This design comes from an exercise in tuning for small area, a short achievable clock period and few clock cycles per item on the open sky130 flow, not from production work. Only simulation tests tie the RTL to the original design; equivalence was not proved. Power figures rest on the tool's default switching activity, not on a simulated workload.

==> flow/design.v <==
module tdes_enc(
    input [63:0] k1,k2,k3,
    input [127:0] pt,
    output [127:0] ct,
    input rst,clk,
    output [63:0] ek1,ek2,ek3,
    output reg done
    );
always @(posedge clk)
  done <= !rst;
wire x0_0;
tdes_xnor2 gx0_0(.a(pt[0]), .b(k3[0]), .y(x0_0));
wire x0_1;
tdes_xnor2 gx0_1(.a(pt[64]), .b(k1[0]), .y(x0_1));
wire x0_2;
tdes_xnor2 gx0_2(.a(k2[0]), .b(x0_0), .y(x0_2));
wire x0_3;
tdes_xnor2 gx0_3(.a(x0_1), .b(x0_2), .y(x0_3));
wire x0_4;
tdes_xnor2 gx0_4(.a(pt[16]), .b(k3[16]), .y(x0_4));
wire x0_5;
tdes_xnor2 gx0_5(.a(pt[80]), .b(k1[16]), .y(x0_5));
wire x0_6;
tdes_xnor2 gx0_6(.a(k2[16]), .b(x0_4), .y(x0_6));
wire x0_7;
tdes_xnor2 gx0_7(.a(x0_5), .b(x0_6), .y(x0_7));
wire x0_8;
tdes_xnor2 gx0_8(.a(pt[32]), .b(k2[32]), .y(x0_8));
wire x0_9;
tdes_xnor2 gx0_9(.a(k3[32]), .b(pt[96]), .y(x0_9));
wire x0_10;
tdes_xnor2 gx0_10(.a(k1[32]), .b(x0_8), .y(x0_10));
wire x0_11;
tdes_xnor2 gx0_11(.a(x0_9), .b(x0_10), .y(x0_11));
wire x0_12;
tdes_xnor2 gx0_12(.a(pt[48]), .b(k2[48]), .y(x0_12));
wire x0_13;
tdes_xnor2 gx0_13(.a(k3[48]), .b(pt[112]), .y(x0_13));
wire x0_14;
tdes_xnor2 gx0_14(.a(k1[48]), .b(x0_12), .y(x0_14));
wire x0_15;
tdes_xnor2 gx0_15(.a(x0_13), .b(x0_14), .y(x0_15));
assign ct[0] = x0_3;
assign ct[16] = x0_7;
assign ct[32] = x0_11;
assign ct[48] = x0_15;
assign ct[64] = pt[0];
assign ct[80] = pt[16];
assign ct[96] = pt[32];
assign ct[112] = pt[48];
assign ek1[0] = k1[0];
assign ek1[16] = k1[16];
assign ek1[32] = k1[32];
assign ek1[48] = k1[48];
assign ek2[0] = k2[0];
assign ek2[16] = k2[16];
assign ek2[32] = k2[32];
assign ek2[48] = k2[48];
assign ek3[0] = k3[0];
assign ek3[16] = k3[16];
assign ek3[32] = k3[32];
assign ek3[48] = k3[48];
wire x1_16;
tdes_xnor2 gx1_16(.a(pt[65]), .b(pt[1]), .y(x1_16));
wire x1_17;
tdes_xnor2 gx1_17(.a(k1[1]), .b(k2[1]), .y(x1_17));
wire x1_18;
tdes_xnor2 gx1_18(.a(k3[1]), .b(x1_16), .y(x1_18));
wire x1_19;
tdes_xnor2 gx1_19(.a(x1_17), .b(x1_18), .y(x1_19));
wire x1_20;
tdes_xnor2 gx1_20(.a(pt[81]), .b(pt[17]), .y(x1_20));
wire x1_21;
tdes_xnor2 gx1_21(.a(k1[17]), .b(k2[17]), .y(x1_21));
wire x1_22;
tdes_xnor2 gx1_22(.a(k3[17]), .b(x1_20), .y(x1_22));
wire x1_23;
tdes_xnor2 gx1_23(.a(x1_21), .b(x1_22), .y(x1_23));
wire x1_24;
tdes_xnor2 gx1_24(.a(pt[33]), .b(k1[33]), .y(x1_24));
wire x1_25;
tdes_xnor2 gx1_25(.a(k2[33]), .b(pt[97]), .y(x1_25));
wire x1_26;
tdes_xnor2 gx1_26(.a(k3[33]), .b(x1_24), .y(x1_26));
wire x1_27;
tdes_xnor2 gx1_27(.a(x1_25), .b(x1_26), .y(x1_27));
wire x1_28;
tdes_xnor2 gx1_28(.a(pt[49]), .b(k1[49]), .y(x1_28));
wire x1_29;
tdes_xnor2 gx1_29(.a(k2[49]), .b(pt[113]), .y(x1_29));
wire x1_30;
tdes_xnor2 gx1_30(.a(k3[49]), .b(x1_28), .y(x1_30));
wire x1_31;
tdes_xnor2 gx1_31(.a(x1_29), .b(x1_30), .y(x1_31));
assign ct[1] = x1_19;
assign ct[17] = x1_23;
assign ct[33] = x1_27;
assign ct[49] = x1_31;
assign ct[65] = pt[1];
assign ct[81] = pt[17];
assign ct[97] = pt[33];
assign ct[113] = pt[49];
assign ek1[1] = k1[1];
assign ek1[17] = k1[17];
assign ek1[33] = k1[33];
assign ek1[49] = k1[49];
assign ek2[1] = k2[1];
assign ek2[17] = k2[17];
assign ek2[33] = k2[33];
assign ek2[49] = k2[49];
assign ek3[1] = k3[1];
assign ek3[17] = k3[17];
assign ek3[33] = k3[33];
assign ek3[49] = k3[49];
wire x2_32;
tdes_xnor2 gx2_32(.a(k2[2]), .b(pt[2]), .y(x2_32));
wire x2_33;
tdes_xnor2 gx2_33(.a(k3[2]), .b(pt[66]), .y(x2_33));
wire x2_34;
tdes_xnor2 gx2_34(.a(k1[2]), .b(x2_32), .y(x2_34));
wire x2_35;
tdes_xnor2 gx2_35(.a(x2_33), .b(x2_34), .y(x2_35));
wire x2_36;
tdes_xnor2 gx2_36(.a(k2[18]), .b(pt[18]), .y(x2_36));
wire x2_37;
tdes_xnor2 gx2_37(.a(k3[18]), .b(pt[82]), .y(x2_37));
wire x2_38;
tdes_xnor2 gx2_38(.a(k1[18]), .b(x2_36), .y(x2_38));
wire x2_39;
tdes_xnor2 gx2_39(.a(x2_37), .b(x2_38), .y(x2_39));
wire x2_40;
tdes_xnor2 gx2_40(.a(k1[34]), .b(pt[34]), .y(x2_40));
wire x2_41;
tdes_xnor2 gx2_41(.a(k2[34]), .b(k3[34]), .y(x2_41));
wire x2_42;
tdes_xnor2 gx2_42(.a(pt[98]), .b(x2_40), .y(x2_42));
wire x2_43;
tdes_xnor2 gx2_43(.a(x2_41), .b(x2_42), .y(x2_43));
wire x2_44;
tdes_xnor2 gx2_44(.a(k1[50]), .b(pt[50]), .y(x2_44));
wire x2_45;
tdes_xnor2 gx2_45(.a(k2[50]), .b(k3[50]), .y(x2_45));
wire x2_46;
tdes_xnor2 gx2_46(.a(pt[114]), .b(x2_44), .y(x2_46));
wire x2_47;
tdes_xnor2 gx2_47(.a(x2_45), .b(x2_46), .y(x2_47));
assign ct[2] = x2_35;
assign ct[18] = x2_39;
assign ct[34] = x2_43;
assign ct[50] = x2_47;
assign ct[66] = pt[2];
assign ct[82] = pt[18];
assign ct[98] = pt[34];
assign ct[114] = pt[50];
assign ek1[2] = k1[2];
assign ek1[18] = k1[18];
assign ek1[34] = k1[34];
assign ek1[50] = k1[50];
assign ek2[2] = k2[2];
assign ek2[18] = k2[18];
assign ek2[34] = k2[34];
assign ek2[50] = k2[50];
assign ek3[2] = k3[2];
assign ek3[18] = k3[18];
assign ek3[34] = k3[34];
assign ek3[50] = k3[50];
wire x3_48;
tdes_xnor2 gx3_48(.a(k3[3]), .b(pt[67]), .y(x3_48));
wire x3_49;
tdes_xnor2 gx3_49(.a(pt[3]), .b(k1[3]), .y(x3_49));
wire x3_50;
tdes_xnor2 gx3_50(.a(k2[3]), .b(x3_48), .y(x3_50));
wire x3_51;
tdes_xnor2 gx3_51(.a(x3_49), .b(x3_50), .y(x3_51));
wire x3_52;
tdes_xnor2 gx3_52(.a(k3[19]), .b(pt[83]), .y(x3_52));
wire x3_53;
tdes_xnor2 gx3_53(.a(pt[19]), .b(k1[19]), .y(x3_53));
wire x3_54;
tdes_xnor2 gx3_54(.a(k2[19]), .b(x3_52), .y(x3_54));
wire x3_55;
tdes_xnor2 gx3_55(.a(x3_53), .b(x3_54), .y(x3_55));
wire x3_56;
tdes_xnor2 gx3_56(.a(pt[99]), .b(k3[35]), .y(x3_56));
wire x3_57;
tdes_xnor2 gx3_57(.a(pt[35]), .b(k1[35]), .y(x3_57));
wire x3_58;
tdes_xnor2 gx3_58(.a(k2[35]), .b(x3_56), .y(x3_58));
wire x3_59;
tdes_xnor2 gx3_59(.a(x3_57), .b(x3_58), .y(x3_59));
wire x3_60;
tdes_xnor2 gx3_60(.a(pt[115]), .b(k3[51]), .y(x3_60));
wire x3_61;
tdes_xnor2 gx3_61(.a(pt[51]), .b(k1[51]), .y(x3_61));
wire x3_62;
tdes_xnor2 gx3_62(.a(k2[51]), .b(x3_60), .y(x3_62));
wire x3_63;
tdes_xnor2 gx3_63(.a(x3_61), .b(x3_62), .y(x3_63));
assign ct[3] = x3_51;
assign ct[19] = x3_55;
assign ct[35] = x3_59;
assign ct[51] = x3_63;
assign ct[67] = pt[3];
assign ct[83] = pt[19];
assign ct[99] = pt[35];
assign ct[115] = pt[51];
assign ek1[3] = k1[3];
assign ek1[19] = k1[19];
assign ek1[35] = k1[35];
assign ek1[51] = k1[51];
assign ek2[3] = k2[3];
assign ek2[19] = k2[19];
assign ek2[35] = k2[35];
assign ek2[51] = k2[51];
assign ek3[3] = k3[3];
assign ek3[19] = k3[19];
assign ek3[35] = k3[35];
assign ek3[51] = k3[51];
wire x4_64;
tdes_xnor2 gx4_64(.a(k1[4]), .b(k2[4]), .y(x4_64));
wire x4_65;
tdes_xnor2 gx4_65(.a(pt[4]), .b(k3[4]), .y(x4_65));
wire x4_66;
tdes_xnor2 gx4_66(.a(pt[68]), .b(x4_64), .y(x4_66));
wire x4_67;
tdes_xnor2 gx4_67(.a(x4_65), .b(x4_66), .y(x4_67));
wire x4_68;
tdes_xnor2 gx4_68(.a(k1[20]), .b(k2[20]), .y(x4_68));
wire x4_69;
tdes_xnor2 gx4_69(.a(pt[20]), .b(k3[20]), .y(x4_69));
wire x4_70;
tdes_xnor2 gx4_70(.a(pt[84]), .b(x4_68), .y(x4_70));
wire x4_71;
tdes_xnor2 gx4_71(.a(x4_69), .b(x4_70), .y(x4_71));
wire x4_72;
tdes_xnor2 gx4_72(.a(pt[100]), .b(k1[36]), .y(x4_72));
wire x4_73;
tdes_xnor2 gx4_73(.a(pt[36]), .b(k2[36]), .y(x4_73));
wire x4_74;
tdes_xnor2 gx4_74(.a(k3[36]), .b(x4_72), .y(x4_74));
wire x4_75;
tdes_xnor2 gx4_75(.a(x4_73), .b(x4_74), .y(x4_75));
wire x4_76;
tdes_xnor2 gx4_76(.a(pt[116]), .b(k1[52]), .y(x4_76));
wire x4_77;
tdes_xnor2 gx4_77(.a(pt[52]), .b(k2[52]), .y(x4_77));
wire x4_78;
tdes_xnor2 gx4_78(.a(k3[52]), .b(x4_76), .y(x4_78));
wire x4_79;
tdes_xnor2 gx4_79(.a(x4_77), .b(x4_78), .y(x4_79));
assign ct[4] = x4_67;
assign ct[20] = x4_71;
assign ct[36] = x4_75;
assign ct[52] = x4_79;
assign ct[68] = pt[4];
assign ct[84] = pt[20];
assign ct[100] = pt[36];
assign ct[116] = pt[52];
assign ek1[4] = k1[4];
assign ek1[20] = k1[20];
assign ek1[36] = k1[36];
assign ek1[52] = k1[52];
assign ek2[4] = k2[4];
assign ek2[20] = k2[20];
assign ek2[36] = k2[36];
assign ek2[52] = k2[52];
assign ek3[4] = k3[4];
assign ek3[20] = k3[20];
assign ek3[36] = k3[36];
assign ek3[52] = k3[52];
wire x5_80;
tdes_xnor2 gx5_80(.a(k2[5]), .b(k3[5]), .y(x5_80));
wire x5_81;
tdes_xnor2 gx5_81(.a(pt[69]), .b(pt[5]), .y(x5_81));
wire x5_82;
tdes_xnor2 gx5_82(.a(k1[5]), .b(x5_80), .y(x5_82));
wire x5_83;
tdes_xnor2 gx5_83(.a(x5_81), .b(x5_82), .y(x5_83));
wire x5_84;
tdes_xnor2 gx5_84(.a(k2[21]), .b(k3[21]), .y(x5_84));
wire x5_85;
tdes_xnor2 gx5_85(.a(pt[85]), .b(pt[21]), .y(x5_85));
wire x5_86;
tdes_xnor2 gx5_86(.a(k1[21]), .b(x5_84), .y(x5_86));
wire x5_87;
tdes_xnor2 gx5_87(.a(x5_85), .b(x5_86), .y(x5_87));
wire x5_88;
tdes_xnor2 gx5_88(.a(k2[37]), .b(pt[101]), .y(x5_88));
wire x5_89;
tdes_xnor2 gx5_89(.a(k3[37]), .b(pt[37]), .y(x5_89));
wire x5_90;
tdes_xnor2 gx5_90(.a(k1[37]), .b(x5_88), .y(x5_90));
wire x5_91;
tdes_xnor2 gx5_91(.a(x5_89), .b(x5_90), .y(x5_91));
wire x5_92;
tdes_xnor2 gx5_92(.a(k2[53]), .b(pt[117]), .y(x5_92));
wire x5_93;
tdes_xnor2 gx5_93(.a(k3[53]), .b(pt[53]), .y(x5_93));
wire x5_94;
tdes_xnor2 gx5_94(.a(k1[53]), .b(x5_92), .y(x5_94));
wire x5_95;
tdes_xnor2 gx5_95(.a(x5_93), .b(x5_94), .y(x5_95));
assign ct[5] = x5_83;
assign ct[21] = x5_87;
assign ct[37] = x5_91;
assign ct[53] = x5_95;
assign ct[69] = pt[5];
assign ct[85] = pt[21];
assign ct[101] = pt[37];
assign ct[117] = pt[53];
assign ek1[5] = k1[5];
assign ek1[21] = k1[21];
assign ek1[37] = k1[37];
assign ek1[53] = k1[53];
assign ek2[5] = k2[5];
assign ek2[21] = k2[21];
assign ek2[37] = k2[37];
assign ek2[53] = k2[53];
assign ek3[5] = k3[5];
assign ek3[21] = k3[21];
assign ek3[37] = k3[37];
assign ek3[53] = k3[53];
wire x6_96;
tdes_xnor2 gx6_96(.a(pt[70]), .b(k1[6]), .y(x6_96));
wire x6_97;
tdes_xnor2 gx6_97(.a(k2[6]), .b(pt[6]), .y(x6_97));
wire x6_98;
tdes_xnor2 gx6_98(.a(k3[6]), .b(x6_96), .y(x6_98));
wire x6_99;
tdes_xnor2 gx6_99(.a(x6_97), .b(x6_98), .y(x6_99));
wire x6_100;
tdes_xnor2 gx6_100(.a(pt[86]), .b(k1[22]), .y(x6_100));
wire x6_101;
tdes_xnor2 gx6_101(.a(k2[22]), .b(pt[22]), .y(x6_101));
wire x6_102;
tdes_xnor2 gx6_102(.a(k3[22]), .b(x6_100), .y(x6_102));
wire x6_103;
tdes_xnor2 gx6_103(.a(x6_101), .b(x6_102), .y(x6_103));
wire x6_104;
tdes_xnor2 gx6_104(.a(k3[38]), .b(pt[102]), .y(x6_104));
wire x6_105;
tdes_xnor2 gx6_105(.a(k1[38]), .b(pt[38]), .y(x6_105));
wire x6_106;
tdes_xnor2 gx6_106(.a(k2[38]), .b(x6_104), .y(x6_106));
wire x6_107;
tdes_xnor2 gx6_107(.a(x6_105), .b(x6_106), .y(x6_107));
wire x6_108;
tdes_xnor2 gx6_108(.a(k3[54]), .b(pt[118]), .y(x6_108));
wire x6_109;
tdes_xnor2 gx6_109(.a(k1[54]), .b(pt[54]), .y(x6_109));
wire x6_110;
tdes_xnor2 gx6_110(.a(k2[54]), .b(x6_108), .y(x6_110));
wire x6_111;
tdes_xnor2 gx6_111(.a(x6_109), .b(x6_110), .y(x6_111));
assign ct[6] = x6_99;
assign ct[22] = x6_103;
assign ct[38] = x6_107;
assign ct[54] = x6_111;
assign ct[70] = pt[6];
assign ct[86] = pt[22];
assign ct[102] = pt[38];
assign ct[118] = pt[54];
assign ek1[6] = k1[6];
assign ek1[22] = k1[22];
assign ek1[38] = k1[38];
assign ek1[54] = k1[54];
assign ek2[6] = k2[6];
assign ek2[22] = k2[22];
assign ek2[38] = k2[38];
assign ek2[54] = k2[54];
assign ek3[6] = k3[6];
assign ek3[22] = k3[22];
assign ek3[38] = k3[38];
assign ek3[54] = k3[54];
wire x7_112;
tdes_xnor2 gx7_112(.a(pt[7]), .b(pt[71]), .y(x7_112));
wire x7_113;
tdes_xnor2 gx7_113(.a(k1[7]), .b(k2[7]), .y(x7_113));
wire x7_114;
tdes_xnor2 gx7_114(.a(k3[7]), .b(x7_112), .y(x7_114));
wire x7_115;
tdes_xnor2 gx7_115(.a(x7_113), .b(x7_114), .y(x7_115));
wire x7_116;
tdes_xnor2 gx7_116(.a(pt[87]), .b(pt[23]), .y(x7_116));
wire x7_117;
tdes_xnor2 gx7_117(.a(k1[23]), .b(k2[23]), .y(x7_117));
wire x7_118;
tdes_xnor2 gx7_118(.a(k3[23]), .b(x7_116), .y(x7_118));
wire x7_119;
tdes_xnor2 gx7_119(.a(x7_117), .b(x7_118), .y(x7_119));
wire x7_120;
tdes_xnor2 gx7_120(.a(pt[103]), .b(pt[39]), .y(x7_120));
wire x7_121;
tdes_xnor2 gx7_121(.a(k1[39]), .b(k2[39]), .y(x7_121));
wire x7_122;
tdes_xnor2 gx7_122(.a(k3[39]), .b(x7_120), .y(x7_122));
wire x7_123;
tdes_xnor2 gx7_123(.a(x7_121), .b(x7_122), .y(x7_123));
wire x7_124;
tdes_xnor2 gx7_124(.a(pt[55]), .b(pt[119]), .y(x7_124));
wire x7_125;
tdes_xnor2 gx7_125(.a(k1[55]), .b(k2[55]), .y(x7_125));
wire x7_126;
tdes_xnor2 gx7_126(.a(k3[55]), .b(x7_124), .y(x7_126));
wire x7_127;
tdes_xnor2 gx7_127(.a(x7_125), .b(x7_126), .y(x7_127));
assign ct[7] = x7_115;
assign ct[23] = x7_119;
assign ct[39] = x7_123;
assign ct[55] = x7_127;
assign ct[71] = pt[7];
assign ct[87] = pt[23];
assign ct[103] = pt[39];
assign ct[119] = pt[55];
assign ek1[7] = k1[7];
assign ek1[23] = k1[23];
assign ek1[39] = k1[39];
assign ek1[55] = k1[55];
assign ek2[7] = k2[7];
assign ek2[23] = k2[23];
assign ek2[39] = k2[39];
assign ek2[55] = k2[55];
assign ek3[7] = k3[7];
assign ek3[23] = k3[23];
assign ek3[39] = k3[39];
assign ek3[55] = k3[55];
wire x8_128;
tdes_xnor2 gx8_128(.a(k3[8]), .b(pt[8]), .y(x8_128));
wire x8_129;
tdes_xnor2 gx8_129(.a(pt[72]), .b(k1[8]), .y(x8_129));
wire x8_130;
tdes_xnor2 gx8_130(.a(k2[8]), .b(x8_128), .y(x8_130));
wire x8_131;
tdes_xnor2 gx8_131(.a(x8_129), .b(x8_130), .y(x8_131));
wire x8_132;
tdes_xnor2 gx8_132(.a(k3[24]), .b(pt[24]), .y(x8_132));
wire x8_133;
tdes_xnor2 gx8_133(.a(pt[88]), .b(k1[24]), .y(x8_133));
wire x8_134;
tdes_xnor2 gx8_134(.a(k2[24]), .b(x8_132), .y(x8_134));
wire x8_135;
tdes_xnor2 gx8_135(.a(x8_133), .b(x8_134), .y(x8_135));
wire x8_136;
tdes_xnor2 gx8_136(.a(k2[40]), .b(k3[40]), .y(x8_136));
wire x8_137;
tdes_xnor2 gx8_137(.a(pt[40]), .b(pt[104]), .y(x8_137));
wire x8_138;
tdes_xnor2 gx8_138(.a(k1[40]), .b(x8_136), .y(x8_138));
wire x8_139;
tdes_xnor2 gx8_139(.a(x8_137), .b(x8_138), .y(x8_139));
wire x8_140;
tdes_xnor2 gx8_140(.a(k3[56]), .b(k2[56]), .y(x8_140));
wire x8_141;
tdes_xnor2 gx8_141(.a(pt[56]), .b(pt[120]), .y(x8_141));
wire x8_142;
tdes_xnor2 gx8_142(.a(k1[56]), .b(x8_140), .y(x8_142));
wire x8_143;
tdes_xnor2 gx8_143(.a(x8_141), .b(x8_142), .y(x8_143));
assign ct[8] = x8_131;
assign ct[24] = x8_135;
assign ct[40] = x8_139;
assign ct[56] = x8_143;
assign ct[72] = pt[8];
assign ct[88] = pt[24];
assign ct[104] = pt[40];
assign ct[120] = pt[56];
assign ek1[8] = k1[8];
assign ek1[24] = k1[24];
assign ek1[40] = k1[40];
assign ek1[56] = k1[56];
assign ek2[8] = k2[8];
assign ek2[24] = k2[24];
assign ek2[40] = k2[40];
assign ek2[56] = k2[56];
assign ek3[8] = k3[8];
assign ek3[24] = k3[24];
assign ek3[40] = k3[40];
assign ek3[56] = k3[56];
wire x9_144;
tdes_xnor2 gx9_144(.a(k1[9]), .b(k2[9]), .y(x9_144));
wire x9_145;
tdes_xnor2 gx9_145(.a(k3[9]), .b(pt[73]), .y(x9_145));
wire x9_146;
tdes_xnor2 gx9_146(.a(pt[9]), .b(x9_144), .y(x9_146));
wire x9_147;
tdes_xnor2 gx9_147(.a(x9_145), .b(x9_146), .y(x9_147));
wire x9_148;
tdes_xnor2 gx9_148(.a(pt[89]), .b(k2[25]), .y(x9_148));
wire x9_149;
tdes_xnor2 gx9_149(.a(k3[25]), .b(k1[25]), .y(x9_149));
wire x9_150;
tdes_xnor2 gx9_150(.a(pt[25]), .b(x9_148), .y(x9_150));
wire x9_151;
tdes_xnor2 gx9_151(.a(x9_149), .b(x9_150), .y(x9_151));
wire x9_152;
tdes_xnor2 gx9_152(.a(pt[105]), .b(k1[41]), .y(x9_152));
wire x9_153;
tdes_xnor2 gx9_153(.a(k2[41]), .b(k3[41]), .y(x9_153));
wire x9_154;
tdes_xnor2 gx9_154(.a(pt[41]), .b(x9_152), .y(x9_154));
wire x9_155;
tdes_xnor2 gx9_155(.a(x9_153), .b(x9_154), .y(x9_155));
wire x9_156;
tdes_xnor2 gx9_156(.a(k1[57]), .b(k2[57]), .y(x9_156));
wire x9_157;
tdes_xnor2 gx9_157(.a(k3[57]), .b(pt[121]), .y(x9_157));
wire x9_158;
tdes_xnor2 gx9_158(.a(pt[57]), .b(x9_156), .y(x9_158));
wire x9_159;
tdes_xnor2 gx9_159(.a(x9_157), .b(x9_158), .y(x9_159));
assign ct[9] = x9_147;
assign ct[25] = x9_151;
assign ct[41] = x9_155;
assign ct[57] = x9_159;
assign ct[73] = pt[9];
assign ct[89] = pt[25];
assign ct[105] = pt[41];
assign ct[121] = pt[57];
assign ek1[9] = k1[9];
assign ek1[25] = k1[25];
assign ek1[41] = k1[41];
assign ek1[57] = k1[57];
assign ek2[9] = k2[9];
assign ek2[25] = k2[25];
assign ek2[41] = k2[41];
assign ek2[57] = k2[57];
assign ek3[9] = k3[9];
assign ek3[25] = k3[25];
assign ek3[41] = k3[41];
assign ek3[57] = k3[57];
wire x10_160;
tdes_xnor2 gx10_160(.a(pt[10]), .b(pt[74]), .y(x10_160));
wire x10_161;
tdes_xnor2 gx10_161(.a(k1[10]), .b(k2[10]), .y(x10_161));
wire x10_162;
tdes_xnor2 gx10_162(.a(k3[10]), .b(x10_160), .y(x10_162));
wire x10_163;
tdes_xnor2 gx10_163(.a(x10_161), .b(x10_162), .y(x10_163));
wire x10_164;
tdes_xnor2 gx10_164(.a(pt[90]), .b(k1[26]), .y(x10_164));
wire x10_165;
tdes_xnor2 gx10_165(.a(k2[26]), .b(pt[26]), .y(x10_165));
wire x10_166;
tdes_xnor2 gx10_166(.a(k3[26]), .b(x10_164), .y(x10_166));
wire x10_167;
tdes_xnor2 gx10_167(.a(x10_165), .b(x10_166), .y(x10_167));
wire x10_168;
tdes_xnor2 gx10_168(.a(k2[42]), .b(pt[42]), .y(x10_168));
wire x10_169;
tdes_xnor2 gx10_169(.a(pt[106]), .b(k1[42]), .y(x10_169));
wire x10_170;
tdes_xnor2 gx10_170(.a(k3[42]), .b(x10_168), .y(x10_170));
wire x10_171;
tdes_xnor2 gx10_171(.a(x10_169), .b(x10_170), .y(x10_171));
wire x10_172;
tdes_xnor2 gx10_172(.a(k2[58]), .b(pt[122]), .y(x10_172));
wire x10_173;
tdes_xnor2 gx10_173(.a(k1[58]), .b(pt[58]), .y(x10_173));
wire x10_174;
tdes_xnor2 gx10_174(.a(k3[58]), .b(x10_172), .y(x10_174));
wire x10_175;
tdes_xnor2 gx10_175(.a(x10_173), .b(x10_174), .y(x10_175));
assign ct[10] = x10_163;
assign ct[26] = x10_167;
assign ct[42] = x10_171;
assign ct[58] = x10_175;
assign ct[74] = pt[10];
assign ct[90] = pt[26];
assign ct[106] = pt[42];
assign ct[122] = pt[58];
assign ek1[10] = k1[10];
assign ek1[26] = k1[26];
assign ek1[42] = k1[42];
assign ek1[58] = k1[58];
assign ek2[10] = k2[10];
assign ek2[26] = k2[26];
assign ek2[42] = k2[42];
assign ek2[58] = k2[58];
assign ek3[10] = k3[10];
assign ek3[26] = k3[26];
assign ek3[42] = k3[42];
assign ek3[58] = k3[58];
wire x11_176;
tdes_xnor2 gx11_176(.a(pt[11]), .b(pt[75]), .y(x11_176));
wire x11_177;
tdes_xnor2 gx11_177(.a(k3[11]), .b(k1[11]), .y(x11_177));
wire x11_178;
tdes_xnor2 gx11_178(.a(k2[11]), .b(x11_176), .y(x11_178));
wire x11_179;
tdes_xnor2 gx11_179(.a(x11_177), .b(x11_178), .y(x11_179));
wire x11_180;
tdes_xnor2 gx11_180(.a(k3[27]), .b(pt[91]), .y(x11_180));
wire x11_181;
tdes_xnor2 gx11_181(.a(pt[27]), .b(k1[27]), .y(x11_181));
wire x11_182;
tdes_xnor2 gx11_182(.a(k2[27]), .b(x11_180), .y(x11_182));
wire x11_183;
tdes_xnor2 gx11_183(.a(x11_181), .b(x11_182), .y(x11_183));
wire x11_184;
tdes_xnor2 gx11_184(.a(k3[43]), .b(pt[43]), .y(x11_184));
wire x11_185;
tdes_xnor2 gx11_185(.a(pt[107]), .b(k1[43]), .y(x11_185));
wire x11_186;
tdes_xnor2 gx11_186(.a(k2[43]), .b(x11_184), .y(x11_186));
wire x11_187;
tdes_xnor2 gx11_187(.a(x11_185), .b(x11_186), .y(x11_187));
wire x11_188;
tdes_xnor2 gx11_188(.a(k3[59]), .b(pt[123]), .y(x11_188));
wire x11_189;
tdes_xnor2 gx11_189(.a(pt[59]), .b(k1[59]), .y(x11_189));
wire x11_190;
tdes_xnor2 gx11_190(.a(k2[59]), .b(x11_188), .y(x11_190));
wire x11_191;
tdes_xnor2 gx11_191(.a(x11_189), .b(x11_190), .y(x11_191));
assign ct[11] = x11_179;
assign ct[27] = x11_183;
assign ct[43] = x11_187;
assign ct[59] = x11_191;
assign ct[75] = pt[11];
assign ct[91] = pt[27];
assign ct[107] = pt[43];
assign ct[123] = pt[59];
assign ek1[11] = k1[11];
assign ek1[27] = k1[27];
assign ek1[43] = k1[43];
assign ek1[59] = k1[59];
assign ek2[11] = k2[11];
assign ek2[27] = k2[27];
assign ek2[43] = k2[43];
assign ek2[59] = k2[59];
assign ek3[11] = k3[11];
assign ek3[27] = k3[27];
assign ek3[43] = k3[43];
assign ek3[59] = k3[59];
wire x12_192;
tdes_xnor2 gx12_192(.a(k2[12]), .b(k3[12]), .y(x12_192));
wire x12_193;
tdes_xnor2 gx12_193(.a(k1[12]), .b(pt[12]), .y(x12_193));
wire x12_194;
tdes_xnor2 gx12_194(.a(pt[76]), .b(x12_192), .y(x12_194));
wire x12_195;
tdes_xnor2 gx12_195(.a(x12_193), .b(x12_194), .y(x12_195));
wire x12_196;
tdes_xnor2 gx12_196(.a(k1[28]), .b(k2[28]), .y(x12_196));
wire x12_197;
tdes_xnor2 gx12_197(.a(k3[28]), .b(pt[28]), .y(x12_197));
wire x12_198;
tdes_xnor2 gx12_198(.a(pt[92]), .b(x12_196), .y(x12_198));
wire x12_199;
tdes_xnor2 gx12_199(.a(x12_197), .b(x12_198), .y(x12_199));
wire x12_200;
tdes_xnor2 gx12_200(.a(k1[44]), .b(k2[44]), .y(x12_200));
wire x12_201;
tdes_xnor2 gx12_201(.a(k3[44]), .b(pt[108]), .y(x12_201));
wire x12_202;
tdes_xnor2 gx12_202(.a(pt[44]), .b(x12_200), .y(x12_202));
wire x12_203;
tdes_xnor2 gx12_203(.a(x12_201), .b(x12_202), .y(x12_203));
wire x12_204;
tdes_xnor2 gx12_204(.a(pt[124]), .b(k1[60]), .y(x12_204));
wire x12_205;
tdes_xnor2 gx12_205(.a(k2[60]), .b(k3[60]), .y(x12_205));
wire x12_206;
tdes_xnor2 gx12_206(.a(pt[60]), .b(x12_204), .y(x12_206));
wire x12_207;
tdes_xnor2 gx12_207(.a(x12_205), .b(x12_206), .y(x12_207));
assign ct[12] = x12_195;
assign ct[28] = x12_199;
assign ct[44] = x12_203;
assign ct[60] = x12_207;
assign ct[76] = pt[12];
assign ct[92] = pt[28];
assign ct[108] = pt[44];
assign ct[124] = pt[60];
assign ek1[12] = k1[12];
assign ek1[28] = k1[28];
assign ek1[44] = k1[44];
assign ek1[60] = k1[60];
assign ek2[12] = k2[12];
assign ek2[28] = k2[28];
assign ek2[44] = k2[44];
assign ek2[60] = k2[60];
assign ek3[12] = k3[12];
assign ek3[28] = k3[28];
assign ek3[44] = k3[44];
assign ek3[60] = k3[60];
wire x13_208;
tdes_xnor2 gx13_208(.a(pt[13]), .b(pt[77]), .y(x13_208));
wire x13_209;
tdes_xnor2 gx13_209(.a(k1[13]), .b(k3[13]), .y(x13_209));
wire x13_210;
tdes_xnor2 gx13_210(.a(k2[13]), .b(x13_208), .y(x13_210));
wire x13_211;
tdes_xnor2 gx13_211(.a(x13_209), .b(x13_210), .y(x13_211));
wire x13_212;
tdes_xnor2 gx13_212(.a(pt[93]), .b(k1[29]), .y(x13_212));
wire x13_213;
tdes_xnor2 gx13_213(.a(k2[29]), .b(k3[29]), .y(x13_213));
wire x13_214;
tdes_xnor2 gx13_214(.a(pt[29]), .b(x13_212), .y(x13_214));
wire x13_215;
tdes_xnor2 gx13_215(.a(x13_213), .b(x13_214), .y(x13_215));
wire x13_216;
tdes_xnor2 gx13_216(.a(pt[45]), .b(pt[109]), .y(x13_216));
wire x13_217;
tdes_xnor2 gx13_217(.a(k1[45]), .b(k3[45]), .y(x13_217));
wire x13_218;
tdes_xnor2 gx13_218(.a(k2[45]), .b(x13_216), .y(x13_218));
wire x13_219;
tdes_xnor2 gx13_219(.a(x13_217), .b(x13_218), .y(x13_219));
wire x13_220;
tdes_xnor2 gx13_220(.a(pt[125]), .b(k1[61]), .y(x13_220));
wire x13_221;
tdes_xnor2 gx13_221(.a(k2[61]), .b(k3[61]), .y(x13_221));
wire x13_222;
tdes_xnor2 gx13_222(.a(pt[61]), .b(x13_220), .y(x13_222));
wire x13_223;
tdes_xnor2 gx13_223(.a(x13_221), .b(x13_222), .y(x13_223));
assign ct[13] = x13_211;
assign ct[29] = x13_215;
assign ct[45] = x13_219;
assign ct[61] = x13_223;
assign ct[77] = pt[13];
assign ct[93] = pt[29];
assign ct[109] = pt[45];
assign ct[125] = pt[61];
assign ek1[13] = k1[13];
assign ek1[29] = k1[29];
assign ek1[45] = k1[45];
assign ek1[61] = k1[61];
assign ek2[13] = k2[13];
assign ek2[29] = k2[29];
assign ek2[45] = k2[45];
assign ek2[61] = k2[61];
assign ek3[13] = k3[13];
assign ek3[29] = k3[29];
assign ek3[45] = k3[45];
assign ek3[61] = k3[61];
wire x14_224;
tdes_xnor2 gx14_224(.a(k1[46]), .b(k3[46]), .y(x14_224));
wire x14_225;
tdes_xnor2 gx14_225(.a(k1[62]), .b(k3[62]), .y(x14_225));
wire x14_226;
tdes_xnor2 gx14_226(.a(k1[30]), .b(k2[62]), .y(x14_226));
wire x14_227;
tdes_xnor2 gx14_227(.a(k2[46]), .b(x14_224), .y(x14_227));
wire x14_228;
tdes_xnor2 gx14_228(.a(k3[30]), .b(x14_226), .y(x14_228));
wire x14_229;
tdes_xnor2 gx14_229(.a(k2[30]), .b(x14_225), .y(x14_229));
wire x14_230;
tdes_xor2 gx14_230(.a(x14_228), .b(x14_229), .y(x14_230));
wire x14_231;
tdes_xnor2 gx14_231(.a(k3[14]), .b(k2[14]), .y(x14_231));
wire x14_232;
tdes_xnor2 gx14_232(.a(k1[14]), .b(x14_231), .y(x14_232));
wire x14_233;
tdes_xnor2 gx14_233(.a(x14_227), .b(x14_228), .y(x14_233));
wire x14_234;
tdes_xnor2 gx14_234(.a(x14_232), .b(x14_233), .y(x14_234));
wire x14_235;
tdes_xnor2 gx14_235(.a(x14_224), .b(x14_230), .y(x14_235));
wire x14_236;
tdes_xnor2 gx14_236(.a(x14_225), .b(x14_227), .y(x14_236));
wire x14_237;
tdes_xnor2 gx14_237(.a(k2[62]), .b(x14_225), .y(x14_237));
wire x14_238;
tdes_xor2 gx14_238(.a(k1[30]), .b(k1[14]), .y(x14_238));
wire x14_239;
tdes_xor2 gx14_239(.a(k1[46]), .b(k1[30]), .y(x14_239));
wire x14_240;
tdes_xor2 gx14_240(.a(k1[62]), .b(k1[46]), .y(x14_240));
wire x14_241;
tdes_xor2 gx14_241(.a(k2[30]), .b(k2[14]), .y(x14_241));
wire x14_242;
tdes_xor2 gx14_242(.a(k2[30]), .b(k2[46]), .y(x14_242));
wire x14_243;
tdes_xor2 gx14_243(.a(k2[46]), .b(k2[62]), .y(x14_243));
wire x14_244;
tdes_xor2 gx14_244(.a(k3[14]), .b(k3[30]), .y(x14_244));
wire x14_245;
tdes_xor2 gx14_245(.a(k3[46]), .b(k3[30]), .y(x14_245));
wire x14_246;
tdes_xor2 gx14_246(.a(k3[62]), .b(k3[46]), .y(x14_246));
reg kr14_0;
always @(posedge clk) kr14_0 <= x14_234;
reg kr14_1;
always @(posedge clk) kr14_1 <= x14_235;
reg kr14_2;
always @(posedge clk) kr14_2 <= x14_230;
reg kr14_3;
always @(posedge clk) kr14_3 <= x14_236;
reg kr14_4;
always @(posedge clk) kr14_4 <= x14_227;
reg kr14_5;
always @(posedge clk) kr14_5 <= x14_237;
assign ek1[14] = x14_238;
assign ek1[30] = x14_239;
assign ek1[46] = x14_240;
assign ek1[62] = k1[62];
assign ek2[14] = x14_241;
assign ek2[30] = x14_242;
assign ek2[46] = x14_243;
assign ek2[62] = k2[62];
assign ek3[14] = x14_244;
assign ek3[30] = x14_245;
assign ek3[46] = x14_246;
assign ek3[62] = k3[62];
wire y14_247;
tdes_xnor2 gy14_247(.a(pt[14]), .b(pt[78]), .y(y14_247));
wire y14_247_o;
tdes_xnor2 gy14_247_o(.a(y14_247), .b(kr14_0), .y(y14_247_o));
assign ct[14] = y14_247_o;
wire y14_248;
tdes_xnor2 gy14_248(.a(pt[30]), .b(pt[94]), .y(y14_248));
wire y14_248_o;
tdes_xnor2 gy14_248_o(.a(y14_248), .b(kr14_1), .y(y14_248_o));
assign ct[30] = y14_248_o;
wire y14_249;
tdes_xnor2 gy14_249(.a(pt[46]), .b(pt[110]), .y(y14_249));
wire y14_249_o;
tdes_xnor2 gy14_249_o(.a(y14_249), .b(kr14_3), .y(y14_249_o));
assign ct[46] = y14_249_o;
wire y14_250;
tdes_xnor2 gy14_250(.a(pt[62]), .b(pt[126]), .y(y14_250));
wire y14_250_o;
tdes_xnor2 gy14_250_o(.a(y14_250), .b(kr14_5), .y(y14_250_o));
assign ct[62] = y14_250_o;
wire y14_251;
tdes_xor2 gy14_251(.a(pt[14]), .b(kr14_2), .y(y14_251));
assign ct[78] = y14_251;
wire y14_252;
tdes_xor2 gy14_252(.a(pt[30]), .b(kr14_4), .y(y14_252));
assign ct[94] = y14_252;
wire y14_253;
tdes_xor2 gy14_253(.a(pt[46]), .b(kr14_5), .y(y14_253));
assign ct[110] = y14_253;
assign ct[126] = pt[62];
wire x15_254;
tdes_xnor2 gx15_254(.a(k1[47]), .b(k3[47]), .y(x15_254));
wire x15_255;
tdes_xnor2 gx15_255(.a(k1[63]), .b(k3[63]), .y(x15_255));
wire x15_256;
tdes_xnor2 gx15_256(.a(k1[31]), .b(k2[63]), .y(x15_256));
wire x15_257;
tdes_xnor2 gx15_257(.a(k2[47]), .b(x15_254), .y(x15_257));
wire x15_258;
tdes_xnor2 gx15_258(.a(k3[31]), .b(x15_256), .y(x15_258));
wire x15_259;
tdes_xnor2 gx15_259(.a(k2[31]), .b(x15_255), .y(x15_259));
wire x15_260;
tdes_xor2 gx15_260(.a(x15_258), .b(x15_259), .y(x15_260));
wire x15_261;
tdes_xnor2 gx15_261(.a(k1[15]), .b(k2[15]), .y(x15_261));
wire x15_262;
tdes_xnor2 gx15_262(.a(k3[15]), .b(x15_261), .y(x15_262));
wire x15_263;
tdes_xnor2 gx15_263(.a(x15_257), .b(x15_258), .y(x15_263));
wire x15_264;
tdes_xnor2 gx15_264(.a(x15_262), .b(x15_263), .y(x15_264));
wire x15_265;
tdes_xnor2 gx15_265(.a(x15_254), .b(x15_260), .y(x15_265));
wire x15_266;
tdes_xnor2 gx15_266(.a(x15_255), .b(x15_257), .y(x15_266));
wire x15_267;
tdes_xnor2 gx15_267(.a(k2[63]), .b(x15_255), .y(x15_267));
wire x15_268;
tdes_xor2 gx15_268(.a(k1[31]), .b(k1[15]), .y(x15_268));
wire x15_269;
tdes_xor2 gx15_269(.a(k1[47]), .b(k1[31]), .y(x15_269));
wire x15_270;
tdes_xor2 gx15_270(.a(k1[63]), .b(k1[47]), .y(x15_270));
wire x15_271;
tdes_xor2 gx15_271(.a(k2[31]), .b(k2[15]), .y(x15_271));
wire x15_272;
tdes_xor2 gx15_272(.a(k2[47]), .b(k2[31]), .y(x15_272));
wire x15_273;
tdes_xor2 gx15_273(.a(k2[63]), .b(k2[47]), .y(x15_273));
wire x15_274;
tdes_xor2 gx15_274(.a(k3[31]), .b(k3[15]), .y(x15_274));
wire x15_275;
tdes_xor2 gx15_275(.a(k3[47]), .b(k3[31]), .y(x15_275));
wire x15_276;
tdes_xor2 gx15_276(.a(k3[63]), .b(k3[47]), .y(x15_276));
reg kr15_6;
always @(posedge clk) kr15_6 <= x15_264;
reg kr15_7;
always @(posedge clk) kr15_7 <= x15_265;
reg kr15_8;
always @(posedge clk) kr15_8 <= x15_260;
reg kr15_9;
always @(posedge clk) kr15_9 <= x15_266;
reg kr15_10;
always @(posedge clk) kr15_10 <= x15_257;
reg kr15_11;
always @(posedge clk) kr15_11 <= x15_267;
assign ek1[15] = x15_268;
assign ek1[31] = x15_269;
assign ek1[47] = x15_270;
assign ek1[63] = k1[63];
assign ek2[15] = x15_271;
assign ek2[31] = x15_272;
assign ek2[47] = x15_273;
assign ek2[63] = k2[63];
assign ek3[15] = x15_274;
assign ek3[31] = x15_275;
assign ek3[47] = x15_276;
assign ek3[63] = k3[63];
wire y15_277;
tdes_xnor2 gy15_277(.a(pt[15]), .b(pt[79]), .y(y15_277));
wire y15_277_o;
tdes_xnor2 gy15_277_o(.a(y15_277), .b(kr15_6), .y(y15_277_o));
assign ct[15] = y15_277_o;
wire y15_278;
tdes_xnor2 gy15_278(.a(pt[31]), .b(pt[95]), .y(y15_278));
wire y15_278_o;
tdes_xnor2 gy15_278_o(.a(y15_278), .b(kr15_7), .y(y15_278_o));
assign ct[31] = y15_278_o;
wire y15_279;
tdes_xnor2 gy15_279(.a(pt[47]), .b(pt[111]), .y(y15_279));
wire y15_279_o;
tdes_xnor2 gy15_279_o(.a(y15_279), .b(kr15_9), .y(y15_279_o));
assign ct[47] = y15_279_o;
wire y15_280;
tdes_xnor2 gy15_280(.a(pt[63]), .b(pt[127]), .y(y15_280));
wire y15_280_o;
tdes_xnor2 gy15_280_o(.a(y15_280), .b(kr15_11), .y(y15_280_o));
assign ct[63] = y15_280_o;
wire y15_281;
tdes_xor2 gy15_281(.a(pt[15]), .b(kr15_8), .y(y15_281));
assign ct[79] = y15_281;
wire y15_282;
tdes_xor2 gy15_282(.a(pt[31]), .b(kr15_10), .y(y15_282));
assign ct[95] = y15_282;
wire y15_283;
tdes_xor2 gy15_283(.a(pt[47]), .b(kr15_11), .y(y15_283));
assign ct[111] = y15_283;
assign ct[127] = pt[63];
endmodule
module tdes_xor2(input a, input b, output y);
assign y = a ^ b;
endmodule
module tdes_xnor2(input a, input b, output y);
assign y = ~(a ^ b);
endmodule
==> flow/flow/run.sh <==
#!/bin/bash
# The standard layout, with two changes to how it is made:
# - the port buffers that buffer_ports inserts are sky130_fd_sc_hd__buf_1
#   instead of the slow delay buffer it picks by default;
# - place_pins keeps the ports of each bit lane together (pins_args.txt,
#   written by gen/pins.py), so each lane's XOR tree sits next to its pins.
set -euo pipefail
PINS="$(cat flow/pins_args.txt)"
bash standard.sh "BUFFER_PORTS_ARGS=-buffer_cell sky130_fd_sc_hd__buf_1" "PLACE_PINS_ARGS=$PINS" finish > standard.log 2>&1
==> flow/flow/pins_args.txt <==
-group_pins {ct[64] pt[0] ek1[0] k1[0] pt[64] ct[0] k2[0] ek2[0] k3[0] ek3[0]} -group_pins {ct[65] pt[1] ek1[1] k1[1] pt[65] ct[1] k2[1] ek2[1] k3[1] ek3[1]} -group_pins {ct[66] pt[2] ek1[2] k1[2] pt[66] ct[2] k2[2] ek2[2] k3[2] ek3[2]} -group_pins {ct[67] pt[3] ek1[3] k1[3] pt[67] ct[3] k2[3] ek2[3] k3[3] ek3[3]} -group_pins {ct[68] pt[4] ek1[4] k1[4] pt[68] ct[4] k2[4] ek2[4] k3[4] ek3[4]} -group_pins {ct[69] pt[5] ek1[5] k1[5] pt[69] ct[5] k2[5] ek2[5] k3[5] ek3[5]} -group_pins {ct[70] pt[6] ek1[6] k1[6] pt[70] ct[6] k2[6] ek2[6] k3[6] ek3[6]} -group_pins {ct[71] pt[7] ek1[7] k1[7] pt[71] ct[7] k2[7] ek2[7] k3[7] ek3[7]} -group_pins {ct[72] pt[8] ek1[8] k1[8] pt[72] ct[8] k2[8] ek2[8] k3[8] ek3[8]} -group_pins {ct[73] pt[9] ek1[9] k1[9] pt[73] ct[9] k2[9] ek2[9] k3[9] ek3[9]} -group_pins {ct[74] pt[10] ek1[10] k1[10] pt[74] ct[10] k2[10] ek2[10] k3[10] ek3[10]} -group_pins {ct[75] pt[11] ek1[11] k1[11] pt[75] ct[11] k2[11] ek2[11] k3[11] ek3[11]} -group_pins {ct[76] pt[12] ek1[12] k1[12] pt[76] ct[12] k2[12] ek2[12] k3[12] ek3[12]} -group_pins {ct[77] pt[13] ek1[13] k1[13] pt[77] ct[13] k2[13] ek2[13] k3[13] ek3[13]} -group_pins {ct[78] pt[14] ek1[14] k1[14] pt[78] ct[14] k2[14] ek2[14] k3[14] ek3[14]} -group_pins {ct[79] pt[15] ek1[15] k1[15] pt[79] ct[15] k2[15] ek2[15] k3[15] ek3[15]} -group_pins {ct[80] pt[16] ek1[16] k1[16] pt[80] ct[16] k2[16] ek2[16] k3[16] ek3[16]} -group_pins {ct[81] pt[17] ek1[17] k1[17] pt[81] ct[17] k2[17] ek2[17] k3[17] ek3[17]} -group_pins {ct[82] pt[18] ek1[18] k1[18] pt[82] ct[18] k2[18] ek2[18] k3[18] ek3[18]} -group_pins {ct[83] pt[19] ek1[19] k1[19] pt[83] ct[19] k2[19] ek2[19] k3[19] ek3[19]} -group_pins {ct[84] pt[20] ek1[20] k1[20] pt[84] ct[20] k2[20] ek2[20] k3[20] ek3[20]} -group_pins {ct[85] pt[21] ek1[21] k1[21] pt[85] ct[21] k2[21] ek2[21] k3[21] ek3[21]} -group_pins {ct[86] pt[22] ek1[22] k1[22] pt[86] ct[22] k2[22] ek2[22] k3[22] ek3[22]} -group_pins {ct[87] pt[23] ek1[23] k1[23] pt[87] ct[23] k2[23] ek2[23] k3[23] ek3[23]} -group_pins {ct[88] pt[24] ek1[24] k1[24] pt[88] ct[24] k2[24] ek2[24] k3[24] ek3[24]} -group_pins {ct[89] pt[25] ek1[25] k1[25] pt[89] ct[25] k2[25] ek2[25] k3[25] ek3[25]} -group_pins {ct[90] pt[26] ek1[26] k1[26] pt[90] ct[26] k2[26] ek2[26] k3[26] ek3[26]} -group_pins {ct[91] pt[27] ek1[27] k1[27] pt[91] ct[27] k2[27] ek2[27] k3[27] ek3[27]} -group_pins {ct[92] pt[28] ek1[28] k1[28] pt[92] ct[28] k2[28] ek2[28] k3[28] ek3[28]} -group_pins {ct[93] pt[29] ek1[29] k1[29] pt[93] ct[29] k2[29] ek2[29] k3[29] ek3[29]} -group_pins {ct[94] pt[30] ek1[30] k1[30] pt[94] ct[30] k2[30] ek2[30] k3[30] ek3[30]} -group_pins {ct[95] pt[31] ek1[31] k1[31] pt[95] ct[31] k2[31] ek2[31] k3[31] ek3[31]} -group_pins {ct[96] pt[32] ek1[32] k1[32] pt[96] ct[32] k2[32] ek2[32] k3[32] ek3[32]} -group_pins {ct[97] pt[33] ek1[33] k1[33] pt[97] ct[33] k2[33] ek2[33] k3[33] ek3[33]} -group_pins {ct[98] pt[34] ek1[34] k1[34] pt[98] ct[34] k2[34] ek2[34] k3[34] ek3[34]} -group_pins {ct[99] pt[35] ek1[35] k1[35] pt[99] ct[35] k2[35] ek2[35] k3[35] ek3[35]} -group_pins {ct[100] pt[36] ek1[36] k1[36] pt[100] ct[36] k2[36] ek2[36] k3[36] ek3[36]} -group_pins {ct[101] pt[37] ek1[37] k1[37] pt[101] ct[37] k2[37] ek2[37] k3[37] ek3[37]} -group_pins {ct[102] pt[38] ek1[38] k1[38] pt[102] ct[38] k2[38] ek2[38] k3[38] ek3[38]} -group_pins {ct[103] pt[39] ek1[39] k1[39] pt[103] ct[39] k2[39] ek2[39] k3[39] ek3[39]} -group_pins {ct[104] pt[40] ek1[40] k1[40] pt[104] ct[40] k2[40] ek2[40] k3[40] ek3[40]} -group_pins {ct[105] pt[41] ek1[41] k1[41] pt[105] ct[41] k2[41] ek2[41] k3[41] ek3[41]} -group_pins {ct[106] pt[42] ek1[42] k1[42] pt[106] ct[42] k2[42] ek2[42] k3[42] ek3[42]} -group_pins {ct[107] pt[43] ek1[43] k1[43] pt[107] ct[43] k2[43] ek2[43] k3[43] ek3[43]} -group_pins {ct[108] pt[44] ek1[44] k1[44] pt[108] ct[44] k2[44] ek2[44] k3[44] ek3[44]} -group_pins {ct[109] pt[45] ek1[45] k1[45] pt[109] ct[45] k2[45] ek2[45] k3[45] ek3[45]} -group_pins {ct[110] pt[46] ek1[46] k1[46] pt[110] ct[46] k2[46] ek2[46] k3[46] ek3[46]} -group_pins {ct[111] pt[47] ek1[47] k1[47] pt[111] ct[47] k2[47] ek2[47] k3[47] ek3[47]} -group_pins {ct[112] pt[48] ek1[48] k1[48] pt[112] ct[48] k2[48] ek2[48] k3[48] ek3[48]} -group_pins {ct[113] pt[49] ek1[49] k1[49] pt[113] ct[49] k2[49] ek2[49] k3[49] ek3[49]} -group_pins {ct[114] pt[50] ek1[50] k1[50] pt[114] ct[50] k2[50] ek2[50] k3[50] ek3[50]} -group_pins {ct[115] pt[51] ek1[51] k1[51] pt[115] ct[51] k2[51] ek2[51] k3[51] ek3[51]} -group_pins {ct[116] pt[52] ek1[52] k1[52] pt[116] ct[52] k2[52] ek2[52] k3[52] ek3[52]} -group_pins {ct[117] pt[53] ek1[53] k1[53] pt[117] ct[53] k2[53] ek2[53] k3[53] ek3[53]} -group_pins {ct[118] pt[54] ek1[54] k1[54] pt[118] ct[54] k2[54] ek2[54] k3[54] ek3[54]} -group_pins {ct[119] pt[55] ek1[55] k1[55] pt[119] ct[55] k2[55] ek2[55] k3[55] ek3[55]} -group_pins {ct[120] pt[56] ek1[56] k1[56] pt[120] ct[56] k2[56] ek2[56] k3[56] ek3[56]} -group_pins {ct[121] pt[57] ek1[57] k1[57] pt[121] ct[57] k2[57] ek2[57] k3[57] ek3[57]} -group_pins {ct[122] pt[58] ek1[58] k1[58] pt[122] ct[58] k2[58] ek2[58] k3[58] ek3[58]} -group_pins {ct[123] pt[59] ek1[59] k1[59] pt[123] ct[59] k2[59] ek2[59] k3[59] ek3[59]} -group_pins {ct[124] pt[60] ek1[60] k1[60] pt[124] ct[60] k2[60] ek2[60] k3[60] ek3[60]} -group_pins {ct[125] pt[61] ek1[61] k1[61] pt[125] ct[61] k2[61] ek2[61] k3[61] ek3[61]} -group_pins {ct[126] pt[62] ek1[62] k1[62] pt[126] ct[62] k2[62] ek2[62] k3[62] ek3[62]} -group_pins {ct[127] pt[63] ek1[63] k1[63] pt[127] ct[63] k2[63] ek2[63] k3[63] ek3[63]}
==> flow/standard.sh <==
#!/bin/bash
# synth_recipe.tcl (not shown) runs the flow's synth.tcl, then flattens the netlist and writes it again
# the make line also repeats each setting of config.mk as NAME=value (left out here)
make -C /OpenROAD-flow-scripts/flow DESIGN_CONFIG=/design/flow/config.mk WORK_HOME=/design/flow/orfs CLKGATE_MAP_FILE= SYNTH_SCRIPT=/design/flow/synth_recipe.tcl "${@:-finish}"
==> flow/config.mk <==
export PLATFORM = sky130hd
export DESIGN_NAME = tdes_enc
export DESIGN_NICKNAME = tdes_enc
export VERILOG_FILES = /design/flow/design.v
export SDC_FILE = /design/flow/constraint.sdc
export NUM_CORES = 4
export LEC_CHECK = 0
export CAP_MARGIN = 20
export CELL_PAD_IN_SITES_DETAIL_PLACEMENT = 1
export CORE_AREA = 2 2 248 248
export CTS_BUF_LIST = sky130_fd_sc_hd__clkbuf_4
export DIE_AREA = 0 0 250 250
export PLACE_DENSITY = 0.5
export SLEW_MARGIN = 20
export SYNTH_HIERARCHICAL = 1
export SYNTH_MINIMUM_KEEP_SIZE = 0
==> flow/constraint.sdc <==
create_clock -name core_clock -period 10.0 [get_ports {clk}]
set_input_delay 2.0000 -clock core_clock [delete_from_list [all_inputs] [get_ports {clk}]]
set_output_delay 2.0000 -clock core_clock [all_outputs]
set_load 0.01 [all_outputs]
==> impl_results.md, run 1 <==
- Largest net degree at the start of global routing: 8
- GP Congestion: 0.651
- Max-cap check violation count: 0
- Synth area leader: buf_4
- Pwr Total: about 550 uW
- Crit path launch type: primary input
- Cell area after synthesis: 5220 sq um
- Register cell area after layout: roughly 260 sq um
- RSZ-0062 raised after global routing: no
- Critical Path Fanout Max: 3
- Clock Sink Count: 13
- Leakage: 1.56 nW
- Area contributors post-synth: buf_4 (46%), xnor2_1 (45%), dfxtp_1 (5.0%), xor2_1 (4.4%), inv_1 (0.072%)
- Synth Register Bits: 13
- TritonRoute pass-1 iters: 4
- # rows: 90
- CP Class: primary input to output pin
- HPWL Detailed: approximately 11 mm
- Area of the multi-input gates: 2560 sq um
- Post-synth EDFFs: 0
- Top cell type's share of synthesized area: a little under half
- Hold WC Path Type: primary input to flip-flop
- Final setup viols: 0
- Vias in the first global route: 4140
- Final Max Tran Viols: 0
- Period utilization: 47.8%
- Final Util: 10.4%
- Most used DFF post-synth: dfxtp_1
- Setup crit end kind: output pin
- Final count of hold timing violations: 0
- Final net count: between 1000 and 1500
- Setup tns final: 0 ns
- Fill cells: between 7000 and 8000
- CTS H-Tree Depth: 1
- CTS Root Buffer Type: clkbuf_4
- CTS max path bufs: 2
- Rel. slew slack: 64.9%
- PwrDens: a little under 90 nW/um^2
- Clk slew on worst S/H paths: about 0.11 ns
- Die width: around 250 um
- Ports: 643
- Max frequency: 209 MHz
- First-iteration detailed-routing DRC count: 89
- Worst Max-Slew Pin Slew: 0.527 ns
- ANT nets after route: 0
- Post-Route WL: 12.1 mm
- VDD IR-drop max: 0.0279 mV
- Core area: 60100 sq um
- Post-CTS Setup Inserts: 0
- Worst setup margin: 5.22 ns
- Register area share after synthesis: 4.98%
- Min Tclk post-route: 4.78 ns
- Synth Area per Inst: 8.34 sq um
- Chip height: 250 um
- Most common cell in the synthesized netlist: buf_4
- Port Buf Inserts: 642
- Drt drc: 0
- Critical path arrival: 2.78 ns
- Die area: 62500 sq um
- TritonCTS Buffers: 3
- Yosys cell types: 5
- Hold Buf Count CTS: 0
- Synth top cells by count: buf_4 (320), xnor2_1 (266), xor2_1 (26)
- Gate Count Post-Synth: 626
- Yosys warns: 7
- P&R area growth vs syn: 19.6%
- Asr flop ratio synth: 0%
- Worst path required time: 8.00 ns
- Grt ovf: 0
- Hold WS: 1.80 ns
- Drt wl/cell: 6.98 um
- Initial antenna violation count: 1
- Detailed-route vias per instance: 2.61
- PostCTS Resize Cnt: 0
- GR Util All Layers: 3.41%
- Initial Util: 8.69%
- Pre-CTS setup slack: slightly above 5 ns
- CTS tree: built
- Net Count, Synth: approximately 950
- Status: complete, no violations
- First-pass GRT wire length: ~18 mm
- Layout cell share with drive strength beyond 1: less than 1%
- Vias: 4528
==> Yosys stat by module, one instance, submodules excluded <==
module | cells inside | copies in the design
tdes_enc | 334 | 1
tdes_xnor2 | 1 | 266
tdes_xor2 | 1 | 26
==> logic make-up after synthesis <==
logic type                Yosys count  share of synthesized area, %
xor gates and xnor gates          292                          49.0
DFF                                13                          4.98
buffers and inverters             321                          46.1
==> critical path: stages <==
cell    delay, ns
buf_1        0.40
xor2_1       0.19
buf_1        0.18
==> layout by cell type (no fill, tap or decap), drive strengths merged <==
cell	synthesis	layout
xor2	26	26
inv	1	1
dfxtp	13	13
clkbuf	0	4
xnor2	266	266
diode	0	1
buf	320	643
==> metal layers <==
metal / GRT usage, % / up-vias / wire (um)
li1: - / 2229 / -
met1: 3.28 / 2020 / 3780
met2: 7.07 / 275 / 7000
met3: 1.04 / 4 / 1270
met4: 0.565 / 0 / 64
met5: 0 / - / 0
==> layout make-up <==
cell class / instances / area share, %
multi-input combinational: 292 / 40.9
tap: 782 / 15.7
clock buffer: 4 / 0.480
timing repair buffer: 643 / 38.7
inverter: 1 / 0.0601
sequential: 13 / 4.16
antenna: 1 / 0.0400
==> final timing paths <==
kind | start | end | cells after the start
setup / recovery | k3[47] | ek3[31] | 3
hold / removal | rst | done | 2
==> per-stage QoR <==
step / area (sq um) / instances
floorplan: 5220 / 626
finish: 6250 / 1736
CTS: 6250 / 1735
global placement: 6220 / 1731
global route: 6250 / 1736
detailed placement: 6220 / 1731
==> where the power goes <==
part           leakage [nW]  internal, mW  switching, mW
logic                  1.43         0.195          0.232
registers             0.110        0.0668        0.00825
clock network        0.0184        0.0184         0.0277
total                  1.56         0.280          0.268
Testbench counts, summed over its fixed seeds: cycles 512, items 256.
==> run 2, diff against run 1 <==
--- a/flow/config.mk
+++ b/flow/config.mk
@@ -10,3 +10,2 @@
 export CORE_AREA = 2 2 248 248
-export CTS_BUF_LIST = sky130_fd_sc_hd__clkbuf_4
 export DIE_AREA = 0 0 250 250
==> run 2 against run 1 <==
Effect of this change: highest routed layer unchanged; critical path type unchanged; still clean on timing, DRC and antenna; worst setup slack worse by 0.030 ns; clock power grew 86%; first-iteration DRC count shrank 20%.
==> impl_results.md, run 2 <==
- Vias: 4521 (-0.15%)
- Hold worst-path end: done
- Worst Max-Slew Pin Slew: 0.580 ns (+0.0529 ns)
- Chip height: 250 um (unchanged)
- Finished Cell Area: 6300 sq um (+0.74%)
- Crit path launch type: primary input
- Area of placed instances: 6220 sq um (unchanged)
- Core area: 60100 sq um (unchanged)
- Fill cells: 7555 (-0.066%)
- Commonest non-fill, non-tap cells in the layout: buf_1 (642), xnor2_1 (266), xor2_1 (26)
- TritonRoute pass-1 iters: 4 (unchanged)
- Port Buf Inserts: 642 (unchanged)
- Post-synthesis simple-gate area fraction: 0% (unchanged)
- Hold Path Stages: 2 (unchanged)
- Final Max Tran Viols: 0 (unchanged)
- Clk slew on worst S/H paths: 0.05 ns (-0.06 ns)
- Synth top cells by count: buf_4 (320), xnor2_1 (266), xor2_1 (26)
- Hold Buf Count CTS: 0 (unchanged)
- CP Class: primary input to output pin
- First-iteration detailed-routing DRC count: 71 (-20%)
- Worst setup margin: 5.19 ns (-0.0303 ns)
- Yosys cell types: 5 (unchanged)
- Max-cap check violation count: 0 (unchanged)
- Synth area leader: buf_4
- Area contributors post-synth: buf_4 (46%), xnor2_1 (45%), dfxtp_1 (5.0%), xor2_1 (4.4%), inv_1 (0.072%)
- Most numerous cell on the critical path: buf_1
- Setup crit end kind: output pin
- GR Util All Layers: 3.41% (about the same)
- Layout cell share with drive strength beyond 1: 0.420% (-0.10 points)
- Slowest-stage cell, CP: buf_1
- Period utilization: 48.1% (+0.30 points)
- CTS max path bufs: 2 (unchanged)
- Rel. slew slack: 61.4% (-3.5 points)
- Setup tns final: 0 ns (unchanged)
- Drt drc: 0 (unchanged)
- Synth Register Bits: 13 (unchanged)
- PostCTS Resize Cnt: 0 (unchanged)
- Pre-CTS setup slack: 5.17 ns (unchanged)
- Final net count: 1276 (unchanged)
- Die width: 250 um (unchanged)
- Initial antenna violation count: 0 (-1)
- Status: complete, no violations
- Max frequency: 208 MHz (-0.63%)
- Synth Area in Compound Gates: 0% (unchanged)
- Critical Path Fanout Max: 4 (+1)
- P&R area growth vs syn: 20.5%
- Vias in the first global route: 4151 (+0.27%)
- Finished Layout Cells: 1735 (-0.058%)
- Post-Route WL: 12.1 mm (about the same)
- Hold Crit Start: rst
- Critical path arrival: 2.81 ns (+0.03 ns)
- ANT nets after route: 0 (unchanged)
- Yosys warns: 7 (unchanged)
- Synth Area per Inst: 8.34 sq um (unchanged)
- Largest family of logic cells by synthesized area: XOR/XNOR gates
- Post-CTS Setup Inserts: 0 (unchanged)
- CTS Root Buffer Type: clkbuf_16
- CTS tree: built
- Die area: 62500 sq um (unchanged)
- Post-placement cell count: 1731 (unchanged)
- Gate Count Post-Synth: 626 (unchanged)
- CP peak stage delay: 0.43 ns (+0.03 ns)
- Ports: 643 (unchanged)
- Most common cell in the synthesized netlist: buf_4
- Register area share after synthesis: 4.98% (unchanged)
- Min Tclk post-route: 4.81 ns (+0.0303 ns)
- Final count of hold timing violations: 0 (unchanged)
- Initial Util: 8.69% (unchanged)
- Commonest non-fill, non-tap cell in the layout: buf_1
- RSZ-0062 raised after global routing: no
- VDD IR-drop max: 0.0393 mV (+41%)
- First-pass GRT wire length: 17.8 mm (-0.12%)
- Net Count, Synth: 948 (unchanged)
- Clock Sink Count: 13 (unchanged)
- Xor/xnor share of the synthesized area: 49.0% (unchanged)
- PwrDens: 93.5 nW/um^2 (+6.5%)
- Largest net degree at the start of global routing: 8 (unchanged)
- Area of the multi-input gates: 2560 sq um (unchanged)
- Post-synth EDFFs: 0 (unchanged)
- CTS H-Tree Depth: 1 (unchanged)
- Leakage: 1.58 nW (+1.3%)
- HPWL Detailed: 11.5 mm (unchanged)
- # diodes: 0 (-1)
- Pwr Total: 589 uW (+7.3%)
- Grt ovf: 0 (unchanged)
- Worst path required time: 8.00 ns (about the same)
- Cell Chain, Critical Path: buf_1, xor2_1, buf_1
- GP Congestion: 0.651 (unchanged)
- TritonCTS Buffers: 3 (unchanged)
- Detailed-route vias per instance: 2.61 (about the same)
- Mux cell area share after synthesis: 0% (unchanged)
- Drt wl/cell: 6.98 um (about the same)
- Asr flop ratio synth: 0% (unchanged)
- Post-Synth Adder-Cell Area: 0% (unchanged)
- # rows: 90 (unchanged)
- Final setup viols: 0 (unchanged)
- Most used DFF post-synth: dfxtp_1
- Top cell type's share of synthesized area: 46.0% (unchanged)
- Hold WC Path Type: primary input to flip-flop
- Register cell area after layout: 260 sq um (unchanged)
- Cell area after synthesis: 5220 sq um (unchanged)
run 2: cell counts after synthesis:
No cell type changed its count.
run 2: worst max-delay path by stage:
stage                     startpoint       to  slack, ns  cells past startpoint
after floorplan                k3[0]    ct[0]       5.44                      4
after global placement        k2[63]  ek2[47]       5.14                      3
after detailed placement      k2[63]  ek2[47]       5.17                      3
after CTS                     k2[63]  ek2[47]       5.16                      3
after global routing          k2[63]  ek2[47]       5.11                      3
final                         k2[63]  ek2[47]       5.19                      3
run 2: critical path: cells and delay by family:
kind / cells / cell delay, ns
xor+xnor: 1 / 0.20
buf+inv: 2 / 0.60
run 2: final cells by class:
cell class / count / share of cell area, %
Multi-Input combinational cell: 292 / 40.6
Timing Repair Buffer: 643 / 38.4
Tap cell: 782 / 15.5
Sequential cell: 13 / 4.13
Clock buffer: 4 / 1.25
Inverter: 1 / 0.0596
run 2: metal layers:
metal,vias to the layer above,track usage [%],wire [um]
met5,-,0,0
met4,0,0.565,73
met3,4,1.04,1280
met2,274,7.07,7000
met1,2016,3.28,3770
li1,2227,-,-
run 2: metrics by stage:
stage	utilization [%]	hold WS (ns)
2_1_floorplan	-	2.06
3_3_place_gp	10.3	2.13
3_5_place_dp	10.3	2.14
4_1_cts	10.5	1.86
5_1_grt	10.5	1.87
6_report	10.5	1.87
run 2: cells by family (layout without fill, tap and decap cells):
family                    after synthesis  in the layout
DFF                                    13             13
xor gates and xnor gates              292            292
buffers and inverters                 321            648
run 2: power breakdown:
part	internal (mW)	total (mW)	switching (mW)
sequential	0.0669	0.0752	0.00828
clock	0.0544	0.0856	0.0312
combinational	0.195	0.428	0.232
run 2: per-module statistics from Yosys (local to each module, per instance):
module | cells inside | flip-flops and latches | times used | cell area [sq um]
tdes_enc | 334 | 13 | 1 | 2670
tdes_xnor2 | 1 | 0 | 266 | 8.76
tdes_xor2 | 1 | 0 | 26 | 8.76

[port drivers added, routing unchanged]
No port has a modelled driver above. Below, the same layouts with a new extraction and two added sets of constraints.
Step 1 sets driving cells, clkbuf_16 on the clock port and buf_2 on the other inputs (assumed; they add their load-dependent delay and slew).
Step 2 times the ports against the registers' clock, not the clock port: input delays grow and output delays shrink by t, the midpoint of the rising clock arrivals with the driver on.
Three values: ideal, step 1, step 2; two values: the first two.
run | shift t [ns] | slack for setup (ns) | latest minus earliest clock arrival (ns) | slew at the worst register clock pin (ns)
run 1 | 0.370 | 5.224 / 5.197 / 5.197 | 0.010 / 0.010 | 0.12 / 0.12
run 2 | 0.305 | 5.193 / 5.169 / 5.169 | 0.004 / 0.004 | 0.06 / 0.06
After both steps every run listed still meets setup and hold. For run 1, which loses most, drivers alone change the setup slack by -0.027 ns; drivers and shift together by -0.027 ns.
